Source: an optimization exercise on an open RTL-to-GDS flow (aim: small area, a short achievable clock period and few clock cycles). Production flows keep margins and buffers that such runs may drop. RTL that was checked went through simulation tests only; none was proved equivalent to the original. Power is estimated from default activity; no workload was simulated.

Setup of wip/quartz:
Design circle_draw, start of the top module:
module circle_draw(xc,yc,rad,x,y,color,color_disp,CLK50,clearn,plot,wr,ready);
Settings: LEC_CHECK=0, CAP_MARGIN=20, CORE_MARGIN=2, CORE_UTILIZATION=40, PLACE_DENSITY=0.6, SETUP_SLACK_MARGIN=3.5, SLEW_MARGIN=20; clock period 7.0 ns.
run.sh (not shown) runs the stock make flow with config.mk's settings and CLKGATE_MAP_FILE= SYNTH_SCRIPT=/design/flow/synth_recipe.tcl, a recipe that flattens the netlist after the stock synthesis.
Testbench counts of wip/quartz, summed over its fixed seeds: cycles 78,871.
--- input diff wip/quartz..wip/raven ---
- swapping 3.5 for 4.3 in SETUP_SLACK_MARGIN
Results
As of wip/raven, total cell area at the placement stage had risen by a few percent compared to wip/quartz.
Summary: with wip/quartz as the reference, overall via count from detail_route in wip/raven moved up by a little under 10%.
Looking only at final cell count, and setting everything else aside, the higher value of wip/raven and wip/quartz goes to wip/raven.
Wire length reported by the detailed router (wip/raven / wip/quartz): 1.10
The clock share of power reported for wip/raven is smaller than that of wip/quartz by 3.3 points.
Looking at standby leakage power across wip/raven and wip/quartz, the one that comes out higher is wip/raven.
Going from wip/quartz to wip/raven, part of the power in registers shrinks by 6.0 points.
Input-level comparison between wip/cedar and wip/raven:
- swapping 4.3 for 4.0 in SETUP_SLACK_MARGIN
==> flow/flow/run.sh (new file) <==
#!/bin/bash
# Standard synthesis, then the standard layout with plain buf_1 cells as the
# port buffers (the default pick is a slow delay buffer). Tool output goes
# to the logs below; each ORFS step also keeps its own log in orfs/logs.
set -euo pipefail
bash standard.sh synth > flow_synth.log 2>&1
bash standard.sh BUFFER_PORTS_ARGS="-buffer_cell sky130_fd_sc_hd__buf_1" finish > flow_layout.log 2>&1
==> flow/standard.sh (new file) <==
#!/bin/bash
# synth_recipe.tcl (not shown) runs the flow's synth.tcl, then flattens the netlist and writes it again
# the make line also repeats each setting of config.mk as NAME=value (left out here)
make -C /OpenROAD-flow-scripts/flow DESIGN_CONFIG=/design/flow/config.mk WORK_HOME=/design/flow/orfs CLKGATE_MAP_FILE= SYNTH_SCRIPT=/design/flow/synth_recipe.tcl "${@:-finish}"
removed: flow/run.sh
### Flow results
The routed length per placed instance reported for wip/cedar is smaller than that of wip/raven by about 1.2%. Summary of wip/cedar over wip/raven: area of the multi-input gates now smaller; sequential power saw an increase; worst setup slack before clock tree synthesis higher.
The inputs of wip/violet differ from those of wip/cedar as listed below.
==> flow/run.sh (new file) <==
#!/bin/bash
# synth_recipe.tcl (not shown) runs the flow's synth.tcl, then flattens the netlist and writes it again
# the make line also repeats each setting of config.mk as NAME=value (left out here)
make -C /OpenROAD-flow-scripts/flow DESIGN_CONFIG=/design/flow/config.mk WORK_HOME=/design/flow/orfs CLKGATE_MAP_FILE= SYNTH_SCRIPT=/design/flow/synth_recipe.tcl finish
removed: flow/flow/run.sh
removed: flow/standard.sh
Findings:
The final layouts of wip/cedar and wip/violet pass the timing, DRC and antenna checks. [compare] base=wip/cedar new=wip/violet: total area of multi-input combinational cells rose by 2.1%; combinational power rose by about 9%; met3 wire length fell by about 5.6%. In wip/violet, sequential share of layout area is lower than in wip/cedar. Cell area: wip/violet vs wip/cedar up 8.1%. wip/cedar -> wip/violet: global routing usage on met1 flat.
Edits applied to the flow inputs when going from wip/violet to wip/onyx:
- changing SETUP_SLACK_MARGIN from 4.0 to 3.8
==> notes.md <==
wip/onyx vs wip/violet, fraction of area in multi-input gates went up by 1.0 points. [wip/onyx vs wip/violet] average wire length per cell after detail routing: lower in wip/onyx. [wip/onyx] wire length after detailed routing fell 370 microns relative to wip/violet. Diff wip/violet -> wip/onyx: total setup buffers inserted after CTS lost 14; worst-case setup margin in the final layout lost 0.11 ns. Of wip/violet and wip/onyx, the run reporting the higher sequential share of power was wip/onyx. In wip/onyx, final RePlAce weighted congestion is higher than in wip/violet.
## Diff of input files: wip/xenon against wip/onyx
- SETUP_SLACK_MARGIN now 4.0, was 3.8
==> flow/flow/run.sh (new file) <==
#!/bin/bash
# The standard layout, with plain buf_1 cells as the port buffers (the
# default choice is a slow delay buffer); each step's log stays in orfs/logs.
set -euo pipefail
bash standard.sh BUFFER_PORTS_ARGS="-buffer_cell sky130_fd_sc_hd__buf_1" finish > standard_flow.log 2>&1
==> flow/standard.sh (new file) <==
#!/bin/bash
# synth_recipe.tcl (not shown) runs the flow's synth.tcl, then flattens the netlist and writes it again
# the make line also repeats each setting of config.mk as NAME=value (left out here)
make -C /OpenROAD-flow-scripts/flow DESIGN_CONFIG=/design/flow/config.mk WORK_HOME=/design/flow/orfs CLKGATE_MAP_FILE= SYNTH_SCRIPT=/design/flow/synth_recipe.tcl "${@:-finish}"
removed: flow/run.sh
[summary]
Sort wip/xenon and wip/onyx by setup slack asc -> top: wip/onyx
The critical path capture point comes out n1 in one run and e[7] in the other, namely in wip/onyx and wip/xenon respectively.
Post-route standard cell area excluding fillers went down by a few percent going from wip/onyx to wip/xenon.
The total power density per cell area in wip/xenon was higher than what wip/onyx gave.

---

## run 1
circle_draw, a different RTL version from the one above (not shown whole).
Size in the first run: roughly 440 cells after synthesis, roughly 47 I/O pins.
export LEC_CHECK = 0
export CAP_MARGIN = 20
export CORE_MARGIN = 2
export CORE_UTILIZATION = 40
export PLACE_DENSITY = 0.6
export SETUP_SLACK_MARGIN = 4.35
export SLEW_MARGIN = 20
create_clock -name core_clock -period 7.0 [get_ports {CLK50}]
standard.sh (not shown) runs the stock make flow with config.mk's settings and CLKGATE_MAP_FILE= SYNTH_SCRIPT=/design/flow/synth_recipe.tcl, a recipe that flattens the netlist after the stock synthesis.
==> flow/flow/run.sh <==
#!/bin/bash
# Standard synthesis, then the standard layout with plain buf_1 cells as the
# port buffers (the default pick is a slow delay buffer). Tool output goes
# to the logs below; CTS adds no dummy clock loads; each ORFS step also keeps its own log in orfs/logs.
set -euo pipefail
bash standard.sh synth > flow_synth.log 2>&1
bash standard.sh BUFFER_PORTS_ARGS="-buffer_cell sky130_fd_sc_hd__buf_1" CTS_ARGS="-sink_clustering_enable -repair_clock_nets -dont_use_dummy_load" finish > flow_layout.log 2>&1
Run 1 did not stop at any stage, and its layout met the timing, DRC and antenna checks.
Testbench counts of run 1, summed over its fixed seeds: cycles 78,871.
Changes in run 2 relative to run 1:
Settings: setting CTS_CLUSTER_SIZE to 60 for the first time; changing SETUP_SLACK_MARGIN from 4.35 to 4.3; setting CTS_CLUSTER_DIAMETER to 300 for the first time.
==> flow/flow/run.sh <==
#!/bin/bash
# Standard synthesis, then the standard layout with plain buf_1 cells as the
# port buffers (the default pick is a slow delay buffer). Tool output goes
# to the logs below; each ORFS step also keeps its own log in orfs/logs.
set -euo pipefail
bash standard.sh synth > flow_synth.log 2>&1
bash standard.sh BUFFER_PORTS_ARGS="-buffer_cell sky130_fd_sc_hd__buf_1" finish > flow_layout.log 2>&1
Findings:
- Run 1 | stages: all done | timing, DRC, antenna: all pass
- Looking at the reports, run 2 completed the entire flow and the layout it produced met the timing, DRC and antenna checks.
- Compared to run 1, run 2 has minimum period implied by the final worst setup slack 28 ps higher.
- As far as average instance area after synthesis goes, run 2 and run 1 are indistinguishable; the numbers are identical.
- Layout overhead on the synthesized area: higher on run 1
- Run 2 falls short of run 1 in fmax.
- Looking only at detailed-route wire length on metal 1, and setting everything else aside, the lower value of run 1 and run 2 goes to run 1.
- Looking at standby leakage power, run 2 sits below run 1.
- Relative to run 1, run 2 improves final-layout worst hold slack.
Modified inputs, run 3 compared to run 2
Settings: clearing CTS_CLUSTER_DIAMETER, which used to be 300; clearing CTS_CLUSTER_SIZE, which used to be 60; swapping 40 for 75 in CORE_UTILIZATION; swapping 0.6 for 0.9 in PLACE_DENSITY.
Notes after the runs:
Against run 2, highest clock rate in run 3 fell by a few percent.
Run 3 vs run 2 — wire length dropped slightly
There was hardly any difference in final setup TNS between run 2 and run 3.
Looking at start point of the critical path, the m[0] result is from run 2; the m[1] one comes from run 3.
Here is what was changed in the inputs of run 4 compared with run 3.
Settings: changing CORE_UTILIZATION from 75 to 40; changing PLACE_DENSITY from 0.9 to 0.6.
Findings:
Row critical-path maximum fanout: run 4 lower / run 3 higher. Number of nets in the final layout delta (run 4 -> run 3): insignificant. Going from run 3 to run 4, the logic gate share of total power was found to have gone down by 1.0 points. Starting utilization of the core area on run 4 is down relative to run 3.

---

## run A
circle_draw, a different RTL version from the one above (not shown whole).
Size: roughly 460 cells after synthesis, ~52 flip-flops, ~47 I/O pins, roughly 4200 µm² of cells after synthesis.
export LEC_CHECK = 0
export CAP_MARGIN = 20
export CORE_MARGIN = 2
export CORE_UTILIZATION = 40
export PLACE_DENSITY = 0.6
export SETUP_SLACK_MARGIN = 4.3
export SLEW_MARGIN = 20
create_clock -name core_clock -period 7.0 [get_ports {CLK50}]
==> flow/flow/run.sh <==
#!/bin/bash
# Standard synthesis, then the standard layout with plain buf_1 cells as the
# port buffers (the default pick is a slow delay buffer). Tool output goes
# to the logs below; CTS adds no dummy clock loads; each ORFS step also keeps its own log in orfs/logs.
set -euo pipefail
bash standard.sh synth > flow_synth.log 2>&1
bash standard.sh BUFFER_PORTS_ARGS="-buffer_cell sky130_fd_sc_hd__buf_1" CTS_ARGS="-sink_clustering_enable -repair_clock_nets -dont_use_dummy_load" finish > flow_layout.log 2>&1
No stage failed in run A, and the final checks on the layout all came back clean.
Input changes introduced in run B (baseline for comparison: run A):
==> flow/flow/run.sh <==
#!/bin/bash
# Standard synthesis, then the standard layout with plain buf_1 cells as the
# port buffers (the default pick is a slow delay buffer). Tool output goes
# to the logs below; each ORFS step also keeps its own log in orfs/logs.
set -euo pipefail
bash standard.sh synth > flow_synth.log 2>&1
bash standard.sh BUFFER_PORTS_ARGS="-buffer_cell sky130_fd_sc_hd__buf_1" finish > flow_layout.log 2>&1
[summary]
Worst voltage drop across the vdd grid of run B is on par with run A. Between run B and run A, it is run B whose fill cell total of the finished layout is lower, by 4. Comparing run A with run B, the register-to-register slack came out essentially unchanged. Run B reached the final stage; the timing, DRC and antenna checks on its layout passed. Post-synthesis to final-layout area growth: run B > run A. Measured against each other, run A and run B differ in non-clock buffer count in the final layout, the higher figure coming from run B. Run A has higher multi-input gate share of total cell area than run B. Relative area of non-clock buffer cells in the final design (run B over run A): increase, 0.22 points.
No functional check of the RTL was part of any run of this note.

---

RTL: one of the versions met above, not the one the previous note started from.
Size: ~4000 um2 of cells after synthesis.
## circle_draw
module circle_draw(xc,yc,rad,x,y,color,color_disp,CLK50,clearn,plot,wr,ready);
==> flow/config.mk <==
export PLATFORM = sky130hd
export DESIGN_NAME = circle_draw
export DESIGN_NICKNAME = circle_draw
export VERILOG_FILES = /design/flow/design.v
export SDC_FILE = /design/flow/constraint.sdc
export NUM_CORES = 4
export LEC_CHECK = 0
export CAP_MARGIN = 20
export CORE_MARGIN = 2
export CORE_UTILIZATION = 40
export PLACE_DENSITY = 0.6
export SETUP_SLACK_MARGIN = 4.2
export SLEW_MARGIN = 20
==> flow/constraint.sdc <==
create_clock -name core_clock -period 7.0 [get_ports {CLK50}]
set_input_delay 1.4000 -clock core_clock [delete_from_list [all_inputs] [get_ports {CLK50}]]
set_output_delay 1.4000 -clock core_clock [all_outputs]
set_load 0.01 [all_outputs]
==> flow/flow/run.sh <==
#!/bin/bash
# Standard synthesis, then the standard layout with plain buf_1 cells as the
# port buffers (the default pick is a slow delay buffer). Tool output goes
# to the logs below; each ORFS step also keeps its own log in orfs/logs.
set -euo pipefail
bash standard.sh synth > flow_synth.log 2>&1
bash standard.sh BUFFER_PORTS_ARGS="-buffer_cell sky130_fd_sc_hd__buf_1" finish > flow_layout.log 2>&1
Testbench counts at the start, summed over its fixed seeds: cycles 78,871.
Next try:
==> flow/flow/run.sh (replaced) <==
#!/bin/bash
# Standard synthesis, then the standard layout with plain buf_1 cells as the
# port buffers (the default pick is a slow delay buffer). Tool output goes
# to the logs below; CTS adds no dummy clock loads; each ORFS step also keeps its own log in orfs/logs.
set -euo pipefail
bash standard.sh synth > flow_synth.log 2>&1
bash standard.sh BUFFER_PORTS_ARGS="-buffer_cell sky130_fd_sc_hd__buf_1" CTS_ARGS="-sink_clustering_enable -repair_clock_nets -dont_use_dummy_load" finish > flow_layout.log 2>&1
ABC_AREA = 1   (was default)
SETUP_SLACK_MARGIN = 4.3   (was 4.2)
Result: The new run finished with timing, DRC and antenna clean. Cell area increases by about 4.6%. Critical path depth came out lower by 7. Synthesized area is higher by 6.9%. First-iteration DRC count rises by 42%. Utilization went down by 0.64 points. Fmax rises by 7.3%.

---

JK:
The RTL this note starts from:
==> flow/design.v <==
module circle_draw(xc,yc,rad,x,y,color,color_disp,CLK50,clearn,plot,wr,ready);
	input [7:0] xc;
	input [6:0] yc;
	input [5:0] rad;
	input CLK50,clearn,plot;
	input [2:0] color;
	output [7:0] x;
	output [6:0] y;
	output [2:0] color_disp;
	output wr;
	output ready;
	function [8:0] add8;
		input [7:0] p, q;
		input ci;
		integer i;
		reg c;
		begin
			c = ci;
			for (i = 0; i < 8; i = i + 1) begin
				add8[i] = p[i] ^ q[i] ^ c;
				c = (p[i] & q[i]) | (c & (p[i] ^ q[i]));
			end
			add8[8] = c;
		end
	endfunction
	localparam IDLE = 2'b00, CLR = 2'b01, SET = 2'b10, DRW = 2'b11;
	reg [1:0] m;
	reg [7:0] xo;
	reg [6:0] yo;
	reg [2:0] col;
	reg [5:0] a, bm;
	reg [7:0] e;
	reg [2:0] ph;
	reg n1, n2, c3, c4;
	reg h, sd;
	reg [2:0] pph;
	wire qx1 = (pph[2:1] == 2'd0);
	wire qx2 = (pph[2:1] == 2'd1) | ((pph[2:1] == 2'd0) & a0);
	wire big = (rad == 6'd0) | (&rad[5:2]);
	wire [5:0] r = big ? 6'd59 : rad;
	wire [8:0] radm = add8({2'b0, rad}, 8'hff, 1'b0);
	wire [5:0] rm = big ? 6'd58 : radm[5:0];      
	wire a0 = (a == 6'd0);
	wire dec = ~e[7] | (&e[6:1]);
	wire [8:0] dd = add8({2'b0, a}, {2'b11, ~bm}, 1'b0);
	wire done = (~dd[7] & (dd[1] | dd[0])) | (&bm);
	wire [5:0] xs = ph[2] ? bm : a;
	wire [5:0] ys = ph[2] ? a : bm;
	wire xneg = ph[1];
	wire yneg = ph[0];
	wire [8:0] gxs = {xc, 1'b1} + {{2{xneg}}, xs ^ {6{xneg}}, xneg ^ ph[2]};
	wire [7:0] gys = {yc, 1'b1} + {yneg, ys ^ {6{yneg}}, yneg ^ ~ph[2]};
	wire [7:0] gx = gxs[8:1];
	wire [6:0] gy = gys[7:1];
	wire band = &yo[6:3];
	wire [7:0] yskip = {band & (pph == 3'd5), band & (pph == 3'd4), 2'b00,
	                    band & (pph == 3'd1), band & (pph == 3'd0), 2'b00};
	wire [7:0] mask = {c4 & ~a0, c4, c3 & ~a0, c3, {2{~n2 & ~a0}}, {2{~n1}}} & ~yskip;
	reg [2:0] nxt;
	reg more;
	integer k;
	always @(*) begin
		nxt = 3'd0;
		more = 1'b0;
		for (k = 7; k >= 0; k = k - 1)
			if (k > ph && mask[k]) begin
				nxt = k;
				more = 1'b1;
			end
	end
	wire set1 = qx1 & (xo == 8'd159);
	wire set2 = qx2 & (xo == 8'd0);
	wire xv = ~(xc[7] & (xc[6] | xc[5]));
	wire [7:0] q = {~xc[7:5] + 3'd5, ~xc[4:0]};    
	wire [8:0] qmb = add8(q, {2'b11, ~bm}, 1'b0);
	wire [8:0] xmb = add8(xc, {2'b11, ~bm}, 1'b0);
	wire v3 = ~xv | qmb[8];
	wire v4 = ~xv | xmb[8];
	wire [8:0] ai = add8({2'b0, a}, 8'd0, 1'b1);
	wire [8:0] bd = add8({2'b0, bm}, 8'hff, 1'b0);
	wire [7:0] eop = h ? (sd ? {1'b1, ~bm, 1'b1} : 8'd2) : {1'b0, a, 1'b1};
	wire [8:0] ens = {e, 1'b1} + {eop, h & sd};
	wire [7:0] en = ens[8:1];
	wire lfb = ~(yo[6] ^ yo[5]);
	wire clr_end = ({yo, xo} == 15'h4000);
	always @(posedge CLK50 or negedge clearn)
	begin
		if (!clearn) begin
			m <= CLR;
			xo <= 8'd0;
			yo <= 7'd0;
			col <= 3'd0;
		end else begin
			case (m)
			CLR: begin
				if (clr_end) m <= IDLE;
			end
			IDLE: begin
				if (plot) m <= SET;
			end
			SET: m <= DRW;
			default: if (done) m <= IDLE;
			endcase
			if (m == CLR) begin
				xo <= {xo[6:0], lfb};
				yo <= {yo[5:0], xo[7]};
				col <= 3'd0;
			end else begin
				xo <= gx;
				yo <= gy;
				col <= color;
			end
		end
	end
	always @(posedge CLK50)
	begin
		c3 <= v3;
		c4 <= v4;
		pph <= ph | {3{m == IDLE}};
		if (m == IDLE) begin
			a <= 6'd0;
			bm <= rm;
			e <= {2'b11, ~r};
			ph <= 3'd0;
			n1 <= 1'b0;
			n2 <= 1'b0;
			h <= 1'b0;
		end else begin
			h <= ~more;
			sd <= dec;
			if (h | ~more) e <= en;
			if (set1) n1 <= 1'b1;
			if (set2) n2 <= 1'b1;
			if (more)
				ph <= nxt;
			else begin
				ph <= n1 ? 3'd2 : 3'd0;
				a <= ai[5:0];
				if (dec) bm <= bd[5:0];
			end
		end
	end
	assign x = xo;
	assign y = yo;
	assign color_disp = col;
	assign wr = m[0];
	assign ready = ~m[1] & ~m[0];
endmodule
==> flow/config.mk <==
export PLATFORM = sky130hd
export DESIGN_NAME = circle_draw
export DESIGN_NICKNAME = circle_draw
export VERILOG_FILES = /design/flow/design.v
export SDC_FILE = /design/flow/constraint.sdc
export NUM_CORES = 4
export LEC_CHECK = 0
export CAP_MARGIN = 20
export CORE_MARGIN = 2
export CORE_UTILIZATION = 40
export PLACE_DENSITY = 0.6
export SETUP_SLACK_MARGIN = 4.3
export SLEW_MARGIN = 20
==> flow/constraint.sdc <==
create_clock -name core_clock -period 7.0 [get_ports {CLK50}]
set_input_delay 1.4000 -clock core_clock [delete_from_list [all_inputs] [get_ports {CLK50}]]
set_output_delay 1.4000 -clock core_clock [all_outputs]
set_load 0.01 [all_outputs]
==> flow/flow/run.sh <==
#!/bin/bash
# Standard synthesis, then the standard layout with plain buf_1 cells as the
# port buffers (the default pick is a slow delay buffer). Tool output goes
# to the logs below; CTS adds no dummy clock loads; each ORFS step also keeps its own log in orfs/logs.
set -euo pipefail
bash standard.sh synth > flow_synth.log 2>&1
bash standard.sh BUFFER_PORTS_ARGS="-buffer_cell sky130_fd_sc_hd__buf_1" CTS_ARGS="-sink_clustering_enable -repair_clock_nets -dont_use_dummy_load" finish > flow_layout.log 2>&1
Relative to JK, the following input files were edited for MS:
# JK
export LEC_CHECK = 0
export CAP_MARGIN = 20
export CORE_MARGIN = 2
export CORE_UTILIZATION = 40
export PLACE_DENSITY = 0.6
export SETUP_SLACK_MARGIN = 4.3
export SLEW_MARGIN = 20
create_clock -name core_clock -period 7.0 [get_ports {CLK50}]
# MS
export LEC_CHECK = 0
export CAP_MARGIN = 20
export CORE_MARGIN = 2
export CORE_UTILIZATION = 40
export PLACE_DENSITY = 0.6
export SETUP_SLACK_MARGIN = 4.2
export SLEW_MARGIN = 20
create_clock -name core_clock -period 7.0 [get_ports {CLK50}]
==> flow/flow/run.sh <==
#!/bin/bash
# Standard synthesis, then the standard layout with plain buf_1 cells as the
# port buffers (the default pick is a slow delay buffer). Tool output goes
# to the logs below; each ORFS step also keeps its own log in orfs/logs.
set -euo pipefail
bash standard.sh synth > flow_synth.log 2>&1
bash standard.sh BUFFER_PORTS_ARGS="-buffer_cell sky130_fd_sc_hd__buf_1" finish > flow_layout.log 2>&1
Findings:
No stage failed in MS, and the final checks on the layout all came back clean. NOTE: final hold slack in MS exceeds that of JK. Worst slack at placement in MS is 0.060 ns lower than in JK. According to the power report, total power for MS is lower than for JK. Sort JK and MS by maximum clock frequency desc -> top: JK. Side by side, relative slew slack turned out lower in MS than in JK. Between JK and MS, the flow reports non-clock buffer count decreasing by more than 10%.
No run of this note included a check of the RTL's function; only the layout flow was run.

[afterwards: timing with drivers on the ports]
In the flow no input, the clock included, has a driving cell. The finished layouts below were timed again as built, in two steps. Step 1: set_driving_cell puts a clkbuf_16 on CLK50 and a buf_2 on each other input, an assumption about the parent block. Step 2 also shifts input and output timing later by t, the mid clock arrival at the registers, as if the neighbouring blocks saw the same clock. Three values: ideal, step 1, step 2; two values: the first two.
run | t, ns | setup WS [ns] | worst setup path after step 2 | worst data-port slew with drivers (ns)
wip/quartz | 0.348 | 3.661 / 3.671 / 3.323 | input to register | 0.04
wip/raven | 0.338 | 4.010 / 4.010 / 3.868 | input to register | 0.05
wip/cedar | 0.337 | 4.004 / 4.004 / 3.751 | input to register | 0.03
wip/violet | 0.339 | 3.982 / 3.982 / 3.691 | input to register | 0.04
wip/onyx | 0.349 | 3.876 / 3.882 / 3.537 | input to register | 0.04
wip/xenon | 0.337 | 4.004 / 4.004 / 3.751 | input to register | 0.03
run 1 | 0.332 | 4.396 / 4.371 / 4.076 | input to register | 0.04
run 2 | 0.346 | 4.368 / 4.336 / 4.028 | input to register | 0.04
run 3 | 0.335 | 4.219 / 4.188 / 4.020 | input to register | 0.04
run 4 | 0.346 | 4.368 / 4.336 / 4.028 | input to register | 0.04
run A | 0.334 | 4.387 / 4.389 / 4.056 | input to register | 0.04
run B | 0.337 | 4.377 / 4.379 / 4.043 | input to register | 0.04
the first run of note 4 | 0.338 | 4.189 / 4.200 / 3.862 | input to register | 0.04
the second run of note 4 | 0.326 | 4.380 / 4.347 / 4.130 | input to register | 0.04
JK | 0.333 | 4.327 / 4.324 / 3.998 | input to register | 0.05
MS | 0.337 | 4.163 / 4.131 / 3.943 | input to register | 0.06
After both steps every run listed still meets setup and hold.
